From an optimization exercise on the open Yosys and OpenROAD flow, aimed at small area, a short achievable clock period and few clock cycles; shortcuts taken in it are not production practice.
Power is estimated from default activity; no workload was simulated.

## proc
module proc (
   imem_addr, dmem_addr, dmem_wdata, dmem_en, dmem_wr, halt,
   clk, rst, imem_rdata, dmem_rdata
   );
   input clk;
   input rst;
   output [15:0] imem_addr;
   input  [15:0] imem_rdata;
   output [15:0] dmem_addr;
   output [15:0] dmem_wdata;
   output        dmem_en;
   output        dmem_wr;
   input  [15:0] dmem_rdata;
   output        halt;
   function [16:0] pfx16;
      input [15:0] p, g;
      input        cin;
      reg   [15:0] gg, pp;
      integer      l, m, n;
      begin
         gg = g;
         pp = p;
         gg[0] = g[0] | (p[0] & cin);
         for (l = 1; l < 16; l = l * 2)
            for (m = 0; m < 16; m = m + 1)
               if (m & l) begin
                  n = (m & ~(2 * l - 1)) + l - 1;
                  gg[m] = gg[m] | (pp[m] & gg[n]);
                  pp[m] = pp[m] & pp[n];
               end
         pfx16 = {gg[15], p ^ {gg[14:0], cin}};
      end
   endfunction
   wire [15:0] ni  = imem_rdata;
   wire [4:0]  nop = ni[15:11];
   wire [2:0]  nrs = ni[10:8];
   wire [2:0]  nrt = ni[7:5];
   wire n_rfmt  = (nop[4:3] == 2'b11) & (nop[2:1] != 2'b00);    
   wire n_addi  = (nop == 5'b01000);
   wire n_subi  = (nop == 5'b01001);
   wire n_logi  = (nop[4:1] == 4'b0101);                       
   wire n_shi   = (nop[4:2] == 3'b101);                        
   wire n_st    = (nop == 5'b10000);
   wire n_ld    = (nop == 5'b10001);
   wire n_slbi  = (nop == 5'b10010);
   wire n_stu   = (nop == 5'b10011);
   wire n_btr   = (nop == 5'b11001);
   wire n_lbi   = (nop == 5'b11000);
   wire n_arith = (nop == 5'b11011);                           
   wire n_shr   = (nop == 5'b11010);                           
   wire n_cmp   = (nop[4:2] == 3'b111);                        
   wire n_br    = (nop[4:2] == 3'b011);
   wire n_j     = (nop[4:2] == 3'b001) & ~nop[0];              
   wire n_jr    = (nop[4:2] == 3'b001) &  nop[0];              
   wire n_link  = (nop[4:1] == 4'b0011);                       
   wire       n_we = n_addi | n_subi | n_logi | n_shi | n_ld | n_slbi | n_stu |
                     n_btr | n_lbi | n_arith | n_shr | n_cmp | n_link;
   wire [2:0] n_wa = n_link ? 3'd7 :
  ...
clock: 9.0 ns
lec_check: 0
abc_area: 1
cap_margin: 20
core_margin: 2
core_utilization: 40
cts_buf_list: sky130_fd_sc_hd__clkbuf_16
cts_cluster_diameter: 120
cts_cluster_size: 25
setup_slack_margin: 5.0
slew_margin: 20
run.sh (not shown) runs the stock make flow with config.mk's settings and CLKGATE_MAP_FILE= SYNTH_SCRIPT=/design/flow/synth_recipe.tcl, a recipe that flattens the netlist after the stock synthesis.
Edit:
--- a/flow/design.v
+++ b/flow/design.v
@@ -74,32 +74,36 @@
    reg  [7:0]  agl;          
    reg         x_inc, x_dec;     
    reg  [15:1] bt;           
    reg         nx_f, nx_bt, nx_agu;  
    reg  [15:0] a, b;         
    reg         we;
    reg  [2:0]  wa;
    reg         x_en, x_wr, x_halt;
-   reg         x_sub, x_andn;
-   reg  [1:0]  x_sht, x_cmpt;
+   reg         x_sub;
+   reg  [1:0]  x_fn;         
+   wire        x_andn = x_fn[0];
+   wire [1:0]  x_sht  = x_fn;
+   wire [1:0]  x_cmpt = x_fn;
    reg         s_agu, s_add, s_log, s_sh, s_btr, s_cmp, s_imm, s_slbi, s_ld, s_link;
    wire [15:8] agh   = x_inc ? a[15:8] + 8'd1 : x_dec ? a[15:8] - 8'd1 : a[15:8];
    wire [15:0] agu   = {agh, agl};
    assign dmem_addr  = agu;
    assign dmem_wdata = b;
    assign dmem_en    = x_en;
    assign dmem_wr    = x_wr;
    assign halt       = x_halt;
    wire [15:1] nxt   = ({15{nx_f}} & f) | ({15{nx_bt}} & bt) | ({15{nx_agu}} & agu[15:1]);
    assign imem_addr  = {nxt, 1'b0};
-   wire [15:0] p    = a ^ b;
-   wire [16:0] sum  = pfx16(p, a & b, x_sub);
+   wire [15:0] ax   = x_sub ? ~a : a;
+   wire [15:0] p    = ax ^ b;
+   wire [16:0] sum  = pfx16(p, ax & b, x_sub);
    wire        eq   = x_sub ? &p : ~|p;           
-   wire        sle  = (~a[15] & ~b[15]) | ((a[15] ^ b[15]) & sum[16]);
+   wire        sle  = (a[15] & ~b[15]) | (~(a[15] ^ b[15]) & sum[16]);
    wire        cmpb = (x_cmpt == 2'd0) ? eq :
                       (x_cmpt == 2'd1) ? (sle & ~eq) :
                       (x_cmpt == 2'd2) ? sle : sum[16];
    wire [15:0] lres = p & (a | {16{~x_andn}});     
    wire [3:0]  k    = b[3:0];
    wire [15:0] t1   = k[0] ? {a[14:0], a[15]}      : a;
    wire [15:0] t2   = k[1] ? {t1[13:0], t1[15:14]} : t1;
    wire [15:0] t3   = k[2] ? {t2[11:0], t2[15:12]} : t2;
@@ -133,26 +137,25 @@
    wire [15:0] n_s5 = {{11{ni[4]}}, ni[4:0]};
    wire [15:0] n_z5 = {11'd0, ni[4:0]};
    wire [15:0] n_s8 = {{8{ni[7]}}, ni[7:0]};
    wire [15:0] fa   = (we && wa == nrs) ? wd : an;
    wire [15:0] fb   = (we && wa == nrt) ? wd : bn;
    wire [7:0]  n_imm = n_jr ? ni[7:0] : {{3{ni[4]}}, ni[4:0]};
    wire [8:0]  n_agl = {1'b0, fa[7:0]} + {1'b0, n_imm};
    wire [15:1] n_off = n_j ? {{5{ni[10]}}, ni[10:1]} : {{8{ni[7]}}, ni[7:1]};
-   wire        n_sub = n_subi | (n_arith & (ni[1:0] == 2'b01)) | (n_cmp & (nop[1:0] == 2'b01 || nop[1:0] == 2'b10));
    wire [3:0]  n_cnt = n_shi ? ni[3:0] : fb[3:0];
    wire        n_rgt = n_shi ? nop[1] : ni[1];
    wire [3:0]  n_k   = n_rgt ? 4'd0 - n_cnt : n_cnt;
    wire        n_az  = ~|fa;
    wire        n_tk  = n_j | (n_br & ((nop[1:0] == 2'b00) ?  n_az :
                                       (nop[1:0] == 2'b01) ? ~n_az :
                                       (nop[1:0] == 2'b10) ?  fa[15] : ~fa[15]));
    always @(posedge clk) begin
-      a <= n_sub ? ~fa : fa;
+      a <= fa;
       b <= n_subi           ? n_s5 :
            (n_shi | n_shr)  ? {12'd0, n_k} :
            n_logi           ? n_z5 :
            (n_lbi | n_slbi) ? n_s8 : fb;
       agl   <= n_agl[7:0];
       x_inc <= n_agl[8] & ~n_imm[7];
       x_dec <= ~n_agl[8] & n_imm[7];
       bt    <= nxt + n_off + 15'd1;
@@ -160,20 +163,18 @@
       we     <= ~rst & n_we;
       wa     <= n_wa;
       nx_f   <= rst | ~(n_jr | n_tk);
       nx_bt  <= ~rst & n_tk;
       nx_agu <= ~rst & n_jr;
       x_en   <= ~rst & (n_st | n_ld | n_stu);
       x_wr   <= ~rst & (n_st | n_stu);
       x_halt <= ~rst & (nop == 5'b00000);
-      x_sub  <= n_sub;
-      x_andn <= n_rfmt ? ni[0] : nop[0];
-      x_sht  <= n_rfmt ? ni[1:0] : nop[1:0];
-      x_cmpt <= nop[1:0];
+      x_sub  <= n_subi | (n_arith & (ni[1:0] == 2'b01)) | (n_cmp & (nop[1:0] == 2'b01 || nop[1:0] == 2'b10));
+      x_fn   <= (n_rfmt & ~n_cmp) ? ni[1:0] : nop[1:0];
       s_agu  <= n_addi | n_stu;
       s_add  <= n_subi | (n_arith & ~ni[1]);
       s_log  <= n_logi | (n_arith & ni[1]);
       s_sh   <= n_shi | n_shr;
       s_btr  <= n_btr;
       s_cmp  <= n_cmp;
       s_imm  <= n_lbi | n_slbi;
       s_slbi <= n_slbi;
Synthesized area shrinks by about 0.6%.
Worst setup slack improved by 91 ps.
Sequential power barely changes.
Worst hold slack improved by 25 ps.
Sequential share of layout area hardly moves.
Critical path depth shrinks by 6.
Total power shrinks by 1.0%.
No functional check of the RTL was part of any run of this note.

========
The RTL this note starts from:
==> flow/design.v <==
module proc (
   imem_addr, dmem_addr, dmem_wdata, dmem_en, dmem_wr, halt,
   clk, rst, imem_rdata, dmem_rdata
   );
   input clk;
   input rst;
   output [15:0] imem_addr;
   input  [15:0] imem_rdata;
   output [15:0] dmem_addr;
   output [15:0] dmem_wdata;
   output        dmem_en;
   output        dmem_wr;
   input  [15:0] dmem_rdata;
   output        halt;
   reg  [15:0] ir;
   reg  [15:1] f;               
   reg  [15:0] r0, r1, r2, r3, r4, r5, r6, r7;
   wire [4:0]  op = ir[15:11];
   wire [2:0]  rs = ir[10:8];
   wire [2:0]  rt = ir[7:5];
   wire [2:0]  rd = ir[4:2];
   reg  [15:0] a, an, b;
   wire [2:0]  nrs = imem_rdata[10:8];
   always @* begin
      case (nrs)
        3'd0: an = r0; 3'd1: an = r1; 3'd2: an = r2; 3'd3: an = r3;
        3'd4: an = r4; 3'd5: an = r5; 3'd6: an = r6; default: an = r7;
      endcase
      case (rt)
        3'd0: b = r0; 3'd1: b = r1; 3'd2: b = r2; 3'd3: b = r3;
        3'd4: b = r4; 3'd5: b = r5; 3'd6: b = r6; default: b = r7;
      endcase
   end
   wire [15:0] s5  = {{11{ir[4]}}, ir[4:0]};
   wire [15:0] z5  = {11'd0, ir[4:0]};
   wire [15:0] s8  = {{8{ir[7]}}, ir[7:0]};
   reg  [7:5]  ix;
   wire        jr   = (op[4:2] == 3'b001) & op[0];        
   wire [15:0] agu  = a + {{8{ix[7]}}, ix, ir[4:0]};
   reg         taken;
   wire        isj  = (op[4:2] == 3'b001) & ~op[0];       
   wire [15:1] boff = isj ? {{5{ir[10]}}, ir[10:1]} : {{8{ir[7]}}, ir[7:1]};
   wire [15:1] btgt = f + boff;
   wire [15:1] nxt  = jr ? agu[15:1] : taken ? btgt : f;
   assign imem_addr = {nxt, 1'b0};
   always @(posedge clk) begin
      if (rst) begin
         f  <= 15'd0;
         ir <= {5'b00001, imem_rdata[10:0]};            
      end else begin
         f  <= nxt + 15'd1;
         ir <= imem_rdata;
      end
   end
   assign halt = (op == 5'b00000);
   wire        isst = (op == 5'b10000) | (op == 5'b10011);
   wire        isld = (op == 5'b10001);
   assign dmem_addr  = agu;
   assign dmem_wdata = b;
   assign dmem_en    = isst | isld;
   assign dmem_wr    = isst;
   wire        rfmt = (op[4:3] == 2'b11);
   wire        sub  = rfmt ? ((op[2:0] == 3'b011) ? ir[0] : (op[2:0] == 3'b101 || op[2:0] == 3'b110))
                           : 1'b1;                        
   wire [15:0] ax   = sub ? ~a : a;
   wire [15:0] by   = rfmt ? b : s5;
   wire [16:0] sum  = {1'b0, ax} + {1'b0, by} + {16'd0, sub};
   wire        eq   = (a == b);
   wire        sle  = (a[15] & ~b[15]) | (~(a[15] ^ b[15]) & sum[16]);
   wire        slt  = sle & ~eq;
   wire [15:0] lb   = rfmt ? b : z5;
   wire [15:0] lres = ((rfmt ? ir[0] : op[0]) ? (a & ~lb) : (a ^ lb));
   wire [1:0]  sht  = rfmt ? ir[1:0] : op[1:0];
   wire [3:0]  cnt  = rfmt ? b[3:0] : ir[3:0];
   wire [3:0]  k    = sht[1] ? (4'd0 - cnt) : cnt;
   wire [15:0] t1   = k[0] ? {a[14:0], a[15]}    : a;
   wire [15:0] t2   = k[1] ? {t1[13:0], t1[15:14]} : t1;
   wire [15:0] t3   = k[2] ? {t2[11:0], t2[15:12]} : t2;
   wire [15:0] rot  = k[3] ? {t3[7:0], t3[15:8]}   : t3;
   reg  [15:0] mask;
   integer i;
   always @* begin
      for (i = 0; i < 16; i = i + 1)
        mask[i] = ~sht[0] | (sht[1] ? (15 - i >= cnt) : (i >= cnt));
   end
   wire [15:0] shres = rot & mask;
   reg  [15:0] btr;
   always @* begin
      for (i = 0; i < 16; i = i + 1)
        btr[i] = a[15 - i];
   end
   reg  [15:0] wd;
   reg  [2:0]  wa;
   reg         we;
   always @* begin
      wd = agu; wa = rd; we = 1'b0;
      case (op)
        5'b01000: begin we = 1; wa = rt; wd = agu; end                
        5'b01001: begin we = 1; wa = rt; wd = sum[15:0]; end          
        5'b01010, 5'b01011: begin we = 1; wa = rt; wd = lres; end     
        5'b10100, 5'b10101, 5'b10110, 5'b10111:
                  begin we = 1; wa = rt; wd = shres; end              
        5'b10001: begin we = 1; wa = rt; wd = dmem_rdata; end         
        5'b10011: begin we = 1; wa = rs; wd = agu; end                
        5'b11001: begin we = 1; wa = rd; wd = btr; end                
        5'b11011: begin we = 1; wa = rd; wd = ir[1] ? lres : sum[15:0]; end
        5'b11010: begin we = 1; wa = rd; wd = shres; end
        5'b11100: begin we = 1; wa = rd; wd = {15'd0, eq}; end
        5'b11101: begin we = 1; wa = rd; wd = {15'd0, slt}; end
        5'b11110: begin we = 1; wa = rd; wd = {15'd0, sle}; end
        5'b11111: begin we = 1; wa = rd; wd = {15'd0, sum[16]}; end
        5'b11000: begin we = 1; wa = rs; wd = s8; end                 
        5'b10010: begin we = 1; wa = rs; wd = {a[7:0], ir[7:0]}; end  
        5'b00110, 5'b00111: begin we = 1; wa = 3'd7; wd = {f, 1'b0}; end  
        default: ;
      endcase
   end
   wire [15:0] av   = (we && wa == nrs) ? wd : an;
   wire [4:0]  nop_ = imem_rdata[15:11];
   wire        naz  = ~|av;
   wire        nbc  = (nop_[1:0] == 2'b00) ?  naz :
                      (nop_[1:0] == 2'b01) ? ~naz :
                      (nop_[1:0] == 2'b10) ?  av[15] : ~av[15];
   wire        ntk  = ((nop_[4:2] == 3'b011) & nbc) | ((nop_[4:2] == 3'b001) & ~nop_[0]);
   always @(posedge clk) begin
      a     <= av;
      taken <= ~rst & ntk;
      ix    <= ((nop_[4:2] == 3'b001) & nop_[0]) ? imem_rdata[7:5] : {3{imem_rdata[4]}};
   end
   always @(posedge clk) begin
      if (we) begin
         case (wa)
           3'd0: r0 <= wd; 3'd1: r1 <= wd; 3'd2: r2 <= wd; 3'd3: r3 <= wd;
           3'd4: r4 <= wd; 3'd5: r5 <= wd; 3'd6: r6 <= wd; default: r7 <= wd;
         endcase
      end
   end
endmodule
Settings: LEC_CHECK=0, CAP_MARGIN=20, CORE_MARGIN=2, CORE_UTILIZATION=40, SETUP_SLACK_MARGIN=3.5, SLEW_MARGIN=20; clock period 9.0 ns.
Change:
--- a/flow/design.v
+++ b/flow/design.v
@@ -19,16 +19,17 @@
    wire [2:0]  rs = ir[10:8];
    wire [2:0]  rt = ir[7:5];
    wire [2:0]  rd = ir[4:2];
-   reg  [15:0] a, an, b;
+   reg  [15:0] a, an, b, bn;
+   wire [2:0]  nrt = imem_rdata[7:5];
    wire [2:0]  nrs = imem_rdata[10:8];
    always @* begin
       case (nrs)
         3'd0: an = r0; 3'd1: an = r1; 3'd2: an = r2; 3'd3: an = r3;
         3'd4: an = r4; 3'd5: an = r5; 3'd6: an = r6; default: an = r7;
       endcase
-      case (rt)
-        3'd0: b = r0; 3'd1: b = r1; 3'd2: b = r2; 3'd3: b = r3;
-        3'd4: b = r4; 3'd5: b = r5; 3'd6: b = r6; default: b = r7;
+      case (nrt)
+        3'd0: bn = r0; 3'd1: bn = r1; 3'd2: bn = r2; 3'd3: bn = r3;
+        3'd4: bn = r4; 3'd5: bn = r5; 3'd6: bn = r6; default: bn = r7;
       endcase
    end
    wire [15:0] s5  = {{11{ir[4]}}, ir[4:0]};
@@ -124,6 +125,7 @@
    wire        ntk  = ((nop_[4:2] == 3'b011) & nbc) | ((nop_[4:2] == 3'b001) & ~nop_[0]);
    always @(posedge clk) begin
       a     <= av;
+      b     <= (we && wa == nrt) ? wd : bn;
       taken <= ~rst & ntk;
       ix    <= ((nop_[4:2] == 3'b001) & nop_[0]) ? imem_rdata[7:5] : {3{imem_rdata[4]}};
    end
Result: Cell count is higher by 0.33%. Total power is higher by 3.6%. Core utilization is lower by 0.48 points. Combinational power is about the same. Area after synthesis is higher by 3.9%. Hold slack gets worse by 19 ps. Synthesized cell count stays flat. Global-route usage is lower by 1.6 points. Critical path depth is lower by 1. Count of clock-buffer cells in the layout stays the same.
No run of this note included a check of the RTL's function; only the layout flow was run.

[port drivers added, routing unchanged]
No port has a modelled driver above. Below, the same layouts with a new extraction and two added sets of constraints. Step 1 assumes that a clkbuf_16 drives the clock port and a buf_2 every other input. Step 2 moves the port delays by t, midway between the first and last clock arrival at a register: inputs arrive t later, outputs are due t later. That takes back most of the time a late clock gives input paths. Three values: no drivers, after step 1, after step 2; two values: the first two.
run | t (ns) | setup WS [ns] | latest minus earliest clock arrival (ns) | slew at the worst register clock pin (ns) | worst data-port slew with drivers (ns)
the first run of note 1 | 0.534 | 4.971 / 4.919 / 4.532 | 0.017 / 0.017 | 0.11 / 0.11 | 0.06
the second run of note 1 | 0.535 | 5.061 / 5.011 / 4.529 | 0.031 / 0.030 | 0.11 / 0.11 | 0.07
the first run of note 2 | 0.500 | 3.636 / 3.585 / 3.460 | 0.016 / 0.016 | 0.08 / 0.08 | 0.04
the second run of note 2 | 0.510 | 3.602 / 3.609 / 3.120 | 0.033 / 0.033 | 0.09 / 0.09 | 0.04
After both steps setup and hold are still met in every run listed. For the second run of note 1, which loses most, drivers alone change the setup slack by -0.050 ns; drivers and shift together by -0.532 ns.
